What follows belongs to an exercise in optimizing a design on an open flow for small area and a short achievable clock period; a production flow would make more cautious choices. Only simulation tests tie the RTL to the original design; equivalence was not proved. No driver is modelled on the clock port, so clocking that relies on it looks cheaper here than on a real chip.

Setup of fjord:
// encrypter_top
module encrypter_top(
    input             clk,
    input      [0:79] data_in,
    input      [0:63] master_key,
    input      [0:63] baby_key,
    output reg [0:79] data_out,
    output reg [0:7]  crc
    );
    reg  [0:79] data_q;
    reg  [0:63] master_q;
    reg  [0:63] baby_q;
    wire [0:79] data_c;
    wire [0:7]  crc_c;
    encrypter core (
        .data_in(data_q),
        .master_key(master_q),
        .baby_key(baby_q),
        .data_out(data_c),
        .crc(crc_c)
    );
    always @(posedge clk) begin
        data_q   <= data_in;
        master_q <= master_key;
        baby_q   <= baby_key;
        data_out <= data_c;
        crc      <= crc_c;
    end
endmodule
clock: 22.0 ns
lec_check: 0
cap_margin: 30
core_margin: 2
core_utilization: 55
hold_slack_margin: 0.1
slew_margin: 30
standard.sh (not shown) runs the stock make flow with config.mk's settings and CLKGATE_MAP_FILE= SYNTH_SCRIPT=/design/flow/synth_recipe.tcl, a recipe that flattens the netlist after the stock synthesis.
==> flow/flow/run.sh <==
#!/bin/bash
set -uo pipefail
export MY_ABC_SCRIPT="$PWD/flow/abc.script"
export SKEW_CELLS="sky130_fd_sc_hd__clkdlybuf4s25_1 sky130_fd_sc_hd__clkdlybuf4s25_1 sky130_fd_sc_hd__clkbuf_1"
bash standard.sh SYNTH_SCRIPT="$PWD/flow/my_synth.tcl" ADDER_MAP_FILE= \
    SETUP_SLACK_MARGIN=15.6 \
    SKIP_CTS_REPAIR_TIMING=1 \
    PRE_CTS_TCL="$PWD/flow/pre_cts.tcl" POST_CTS_TCL="$PWD/flow/post_cts.tcl" \
    "BUFFER_PORTS_ARGS=-buffer_cell sky130_fd_sc_hd__buf_1" \
    "CTS_ARGS=-sink_clustering_enable -repair_clock_nets -dont_use_dummy_load -buf_list {sky130_fd_sc_hd__clkbuf_8 sky130_fd_sc_hd__clkbuf_16}" \
    finish > flow_make.log 2>&1
status=$?
cp -f orfs/logs/*/*/*/*.log . 2>/dev/null || true
exit $status
==> flow/flow/post_cts.tcl <==
# After CTS: delay the output registers' clock (see pre_cts.tcl) by a chain
# of delay cells in front of skew_out_buf, then repair timing with the skew
# in place.
set skew_block [ord::get_db_block]
set skew_db [ord::get_db]
# SKEW_CELLS: the delay cells, first to last
set skew_list $::env(SKEW_CELLS)
set skew_inst [$skew_block findInst skew_out_buf]
set skew_a [$skew_inst findITerm A]
set skew_prev [$skew_a getNet]
$skew_a disconnect
set skew_loc [$skew_inst getLocation]
for {set k 0} {$k < [llength $skew_list]} {incr k} {
  set d [odb::dbInst_create $skew_block [$skew_db findMaster [lindex $skew_list $k]] skew_dly_$k]
  set dn [odb::dbNet_create $skew_block clk_skew_dly_$k]
  $dn setSigType CLOCK
  [$d findITerm A] connect $skew_prev
  [$d findITerm X] connect $dn
  $d setLocation [lindex $skew_loc 0] [lindex $skew_loc 1]
  $d setPlacementStatus PLACED
  set skew_prev $dn
}
$skew_a connect $skew_prev
puts "post_cts: delay cells $skew_list in front of skew_out_buf"
# The output registers and port buffers drive the output ports' paths,
# which the delayed clock makes the tightest at the ports: one size up.
set up_n 0
foreach inst [$skew_block getInsts] {
  set n [$inst getName]
  set m [[$inst getMaster] getName]
  if {[regexp {^(data_out|crc)\\?\[} $n] && $m eq "sky130_fd_sc_hd__dfxtp_1"} {
    $inst swapMaster [$skew_db findMaster sky130_fd_sc_hd__dfxtp_2]
    incr up_n
  } elseif {[regexp {^output[0-9]+$} $n] && $m eq "sky130_fd_sc_hd__buf_1"} {
    $inst swapMaster [$skew_db findMaster sky130_fd_sc_hd__buf_2]
    incr up_n
  }
}
puts "post_cts: sized up $up_n output registers and port buffers"
detailed_placement
estimate_parasitics -placement
# cts.tcl's own repair is skipped (SKIP_CTS_REPAIR_TIMING=1) so that it
# sees this skew; the same steps follow here.
repair_timing_helper
detailed_placement
check_placement -verbose
Other scripts of this flow, unchanged in this note and not shown: flow/flow/abc.script, flow/flow/my_synth.tcl, flow/flow/pre_cts.tcl
No stage failed in fjord, and the final checks on the layout all came back clean.
Modified inputs, sierra compared to fjord
diff --git a/flow/flow/run.sh b/flow/flow/run.sh
--- a/flow/flow/run.sh
+++ b/flow/flow/run.sh
@@ -1,0 +2,7 @@
+# Layout flow: the standard ORFS flow, except that synthesis maps the
+# logic with flow/abc.script (delay-targeted mapping with area recovery)
+# instead of ORFS's ABC speed script, and leaves adders to ABC instead of
+# extracting full/half adder cells. Registers, flattening and renaming are
+# those of the standard synthesis. Placement buffers the ports with buf_1,
+# CTS uses clkbuf_8 without dummy loads, and the output registers' clock is
+# delayed as a group after CTS (flow/pre_cts.tcl, flow/post_cts.tcl).
@@ -4 +11 @@
-export SKEW_CELLS="sky130_fd_sc_hd__clkdlybuf4s25_1 sky130_fd_sc_hd__clkdlybuf4s25_1 sky130_fd_sc_hd__clkbuf_1"
+export SKEW_CELLS=2 SKEW_CELL=sky130_fd_sc_hd__clkdlybuf4s25_1
==> flow/flow/post_cts.tcl <==
# After CTS: delay the output registers' clock (see pre_cts.tcl) by a chain
# of delay cells in front of skew_out_buf, then repair timing with the skew
# in place.
set skew_block [ord::get_db_block]
set skew_db [ord::get_db]
set skew_cells [expr {[info exists ::env(SKEW_CELLS)] ? $::env(SKEW_CELLS) : 2}]
set skew_master [$skew_db findMaster [expr {[info exists ::env(SKEW_CELL)] ? $::env(SKEW_CELL) : "sky130_fd_sc_hd__clkdlybuf4s25_1"}]]
set skew_inst [$skew_block findInst skew_out_buf]
set skew_a [$skew_inst findITerm A]
set skew_prev [$skew_a getNet]
$skew_a disconnect
set skew_loc [$skew_inst getLocation]
for {set k 0} {$k < $skew_cells} {incr k} {
  set d [odb::dbInst_create $skew_block $skew_master skew_dly_$k]
  set dn [odb::dbNet_create $skew_block clk_skew_dly_$k]
  $dn setSigType CLOCK
  [$d findITerm A] connect $skew_prev
  [$d findITerm X] connect $dn
  $d setLocation [lindex $skew_loc 0] [lindex $skew_loc 1]
  $d setPlacementStatus PLACED
  set skew_prev $dn
}
$skew_a connect $skew_prev
puts "post_cts: $skew_cells delay cells in front of skew_out_buf"
detailed_placement
estimate_parasitics -placement
# cts.tcl's own repair is skipped (SKIP_CTS_REPAIR_TIMING=1) so that it
# sees this skew; the same steps follow here.
repair_timing_helper
detailed_placement
check_placement -verbose
### Flow results
- sierra vs fjord — area taken by multi-input logic gates climbed slightly
- Summary of the comparison: critical path arrival is lower in sierra, relative to fjord.
- Run comparison: sierra critical path's slowest cell sky130_fd_sc_hd__dfxtp_1; fjord critical path's slowest cell sky130_fd_sc_hd__dfxtp_2
- Starting density of the core came out exactly the same in fjord and sierra.
- Re worst setup skew after layout: sierra is 140 ps down on fjord.
- Number of fillers in the final layout grows slightly when moving from fjord to sierra.
- fjord has higher share of the cycle needed by the critical path after routing than sierra.
- Looking at total routing resource utilization after global routing, sierra sits below fjord.
[inputs] raven vs sierra
==> flow/flow/run.sh <==
#!/bin/bash
set -uo pipefail
export MY_ABC_SCRIPT="$PWD/flow/abc.script"
export SKEW_CELLS="sky130_fd_sc_hd__clkdlybuf4s25_1 sky130_fd_sc_hd__clkdlybuf4s25_1 sky130_fd_sc_hd__clkbuf_1"
bash standard.sh SYNTH_SCRIPT="$PWD/flow/my_synth.tcl" ADDER_MAP_FILE= \
    SETUP_SLACK_MARGIN=15.6 \
    SKIP_CTS_REPAIR_TIMING=1 \
    PRE_CTS_TCL="$PWD/flow/pre_cts.tcl" POST_CTS_TCL="$PWD/flow/post_cts.tcl" \
    "BUFFER_PORTS_ARGS=-buffer_cell sky130_fd_sc_hd__buf_1" \
    "CTS_ARGS=-sink_clustering_enable -repair_clock_nets -dont_use_dummy_load -buf_list {sky130_fd_sc_hd__clkbuf_8 sky130_fd_sc_hd__clkbuf_16}" \
    finish > flow_make.log 2>&1
status=$?
cp -f orfs/logs/*/*/*/*.log . 2>/dev/null || true
exit $status
diff --git a/flow/flow/post_cts.tcl b/flow/flow/post_cts.tcl
--- a/flow/flow/post_cts.tcl
+++ b/flow/flow/post_cts.tcl
@@ -6,2 +6,2 @@
-set skew_cells [expr {[info exists ::env(SKEW_CELLS)] ? $::env(SKEW_CELLS) : 2}]
-set skew_master [$skew_db findMaster [expr {[info exists ::env(SKEW_CELL)] ? $::env(SKEW_CELL) : "sky130_fd_sc_hd__clkdlybuf4s25_1"}]]
+# SKEW_CELLS: the delay cells, first to last
+set skew_list $::env(SKEW_CELLS)
@@ -13,2 +13,2 @@
-for {set k 0} {$k < $skew_cells} {incr k} {
-  set d [odb::dbInst_create $skew_block $skew_master skew_dly_$k]
+for {set k 0} {$k < [llength $skew_list]} {incr k} {
+  set d [odb::dbInst_create $skew_block [$skew_db findMaster [lindex $skew_list $k]] skew_dly_$k]
@@ -24 +24 @@
-puts "post_cts: $skew_cells delay cells in front of skew_out_buf"
+puts "post_cts: delay cells $skew_list in front of skew_out_buf"
==> comparison <==
raven: first-pass GRT wire length higher than sierra. Delta (raven minus sierra): routed wire length rose by about 0.4%, share of the clock period used by the worst path has increased. Relative to sierra, the critical path data arrival time of raven is higher by 70 ps. Worst hold slack was higher in the run labelled sierra.

encrypter_top, a different RTL version from the one above (not shown whole).
Size in the first run: about 300 I/O pins, ~23,000 µm² of cells after synthesis.
Settings: LEC_CHECK=0, CAP_MARGIN=20, CORE_MARGIN=2, CORE_UTILIZATION=40, SLEW_MARGIN=20; clock period 22.0 ns.
==> flow/flow/run.sh <==
#!/bin/bash
# Layout flow: the standard ORFS flow, except that synthesis maps the
# logic with flow/abc.script (delay-targeted mapping with area recovery)
# instead of ORFS's ABC speed script, and leaves adders to ABC instead of
# extracting full/half adder cells. Registers, flattening and renaming are
# those of the standard synthesis.
set -uo pipefail
export MY_ABC_SCRIPT="$PWD/flow/abc.script"
bash standard.sh SYNTH_SCRIPT="$PWD/flow/my_synth.tcl" ADDER_MAP_FILE= finish > flow_make.log 2>&1
status=$?
cp -f orfs/logs/*/*/*/*.log . 2>/dev/null || true
exit $status
==> flow/flow/abc.script <==
strash
dch
map -D 4500
topo
stime -c
buffer -c
upsize -c -D 4500
dnsize -c -D 4500
==> flow/flow/my_synth.tcl <==
# synth_recipe.tcl with ABC's technology mapping script replaced.
proc synth {args} { yosys synth -nofsm -noshare {*}$args }
proc abc {args} {
  set out {}
  set i 0
  while {$i < [llength $args]} {
    set a [lindex $args $i]
    if {$a eq "-script"} {
      lappend out -script $::env(MY_ABC_SCRIPT)
      incr i 2
      continue
    }
    if {$a eq "-D"} {
      incr i 2
      continue
    }
    lappend out $a
    incr i
  }
  puts "abc (flow/abc.script): $out"
  yosys abc {*}$out
}
source $::env(SCRIPTS_DIR)/synth.tcl
# left out here: clear keep_hierarchy, flatten, clean up, hide names made inside functions, write 1_2_yosys.v
The starting point went through all stages and came out clean.
Change:
==> flow/run.sh (new file) <==
#!/bin/bash
# synth_recipe.tcl (not shown) runs the flow's synth.tcl, then flattens the netlist and writes it again
# the make line also repeats each setting of config.mk as NAME=value (left out here)
make -C /OpenROAD-flow-scripts/flow DESIGN_CONFIG=/design/flow/config.mk WORK_HOME=/design/flow/orfs CLKGATE_MAP_FILE= SYNTH_SCRIPT=/design/flow/synth_recipe.tcl finish
removed: flow/flow/run.sh
removed: flow/flow/abc.script
removed: flow/flow/my_synth.tcl
removed: flow/standard.sh
Effect: Global-route usage decreases by 0.17 points. Setup slack degrades by 1.4 ns. Worst hold slack improved by 0.075 ns. Clock skew is about the same. Sequential share of layout area went down by 4.5 points. Routed wire length increases by about 32%. Register-to-register slack gets worse by 1.4 ns.
Change:
==> flow/flow/run.sh (new file) <==
#!/bin/bash
# Layout flow: the standard ORFS flow, except that synthesis maps the
# logic with flow/abc.script (delay-targeted mapping with area recovery)
# instead of ORFS's ABC speed script, and leaves adders to ABC instead of
# extracting full/half adder cells. Registers, flattening and renaming are
# those of the standard synthesis.
set -uo pipefail
export MY_ABC_SCRIPT="$PWD/flow/abc.script"
bash standard.sh SYNTH_SCRIPT="$PWD/flow/my_synth.tcl" ADDER_MAP_FILE= SETUP_SLACK_MARGIN=16 finish > flow_make.log 2>&1
status=$?
cp -f orfs/logs/*/*/*/*.log . 2>/dev/null || true
exit $status
==> flow/flow/abc.script (new file) <==
strash
dch
map -D 4500
topo
stime -c
buffer -c
upsize -c -D 4500
dnsize -c -D 4500
==> flow/flow/my_synth.tcl (new file) <==
# synth_recipe.tcl with ABC's technology mapping script replaced.
proc synth {args} { yosys synth -nofsm -noshare {*}$args }
proc abc {args} {
  set out {}
  set i 0
  while {$i < [llength $args]} {
    set a [lindex $args $i]
    if {$a eq "-script"} {
      lappend out -script $::env(MY_ABC_SCRIPT)
      incr i 2
      continue
    }
    if {$a eq "-D"} {
      incr i 2
      continue
    }
    lappend out $a
    incr i
  }
  puts "abc (flow/abc.script): $out"
  yosys abc {*}$out
}
source $::env(SCRIPTS_DIR)/synth.tcl
# left out here: clear keep_hierarchy, flatten, clean up, hide names made inside functions, write 1_2_yosys.v
==> flow/standard.sh (new file) <==
#!/bin/bash
# synth_recipe.tcl (not shown) runs the flow's synth.tcl, then flattens the netlist and writes it again
# the make line also repeats each setting of config.mk as NAME=value (left out here)
make -C /OpenROAD-flow-scripts/flow DESIGN_CONFIG=/design/flow/config.mk WORK_HOME=/design/flow/orfs CLKGATE_MAP_FILE= SYNTH_SCRIPT=/design/flow/synth_recipe.tcl "${@:-finish}"
removed: flow/run.sh
Count of clock-buffer cells in the layout goes up by 1.
Final cell count is lower slightly.
Via count fell by a few percent.
Worst setup slack improved by 3.5 ns.
Routed wire length is lower by a little under a tenth.

==> what the ideal ports hide <==
In the flow no input, the clock included, has a driving cell. The finished layouts below were timed again as built, in two steps. Step 1: set_driving_cell puts a clkbuf_16 on clk and a buf_2 on each other input, an assumption about the parent block. Step 2, shift: input delay + t, output delay - t, t = (earliest + latest rising clock arrival at the registers) / 2. This alone moves slack from input paths to output paths. a / b / c = no drivers / after step 1 / after step 2; a / b = the first two.
run	t, ns	slack for setup (ns)	hold slack, ns	worst setup path after step 2	clock arrival spread, ns	slew at the worst register clock pin (ns)
fjord	1.087	15.607 / 15.533 / 15.663	0.082 / 0.082 / 0.082	register to register	0.800 / 0.800	0.07 / 0.07
sierra	1.016	15.647 / 15.571 / 15.725	0.087 / 0.087 / 0.087	register to register	0.662 / 0.662	0.07 / 0.07
raven	1.090	15.584 / 15.511 / 15.756	0.072 / 0.072 / 0.072	register to register	0.811 / 0.811	0.07 / 0.07
the first run of note 2	0.627	12.876 / 12.876 / 12.876	0.624 / 0.624 / 0.624	register to register	0.028 / 0.027	0.07 / 0.07
the second run of note 2	0.634	11.431 / 11.431 / 11.431	0.699 / 0.699 / 0.699	register to register	0.030 / 0.030	0.07 / 0.07
the third run of note 2	0.639	14.893 / 14.893 / 14.893	0.643 / 0.643 / 0.643	register to register	0.033 / 0.033	0.07 / 0.07
In fjord, sierra and raven the clock reaches the registers at very different times; t lies between them, and the last value is a rough guide only.
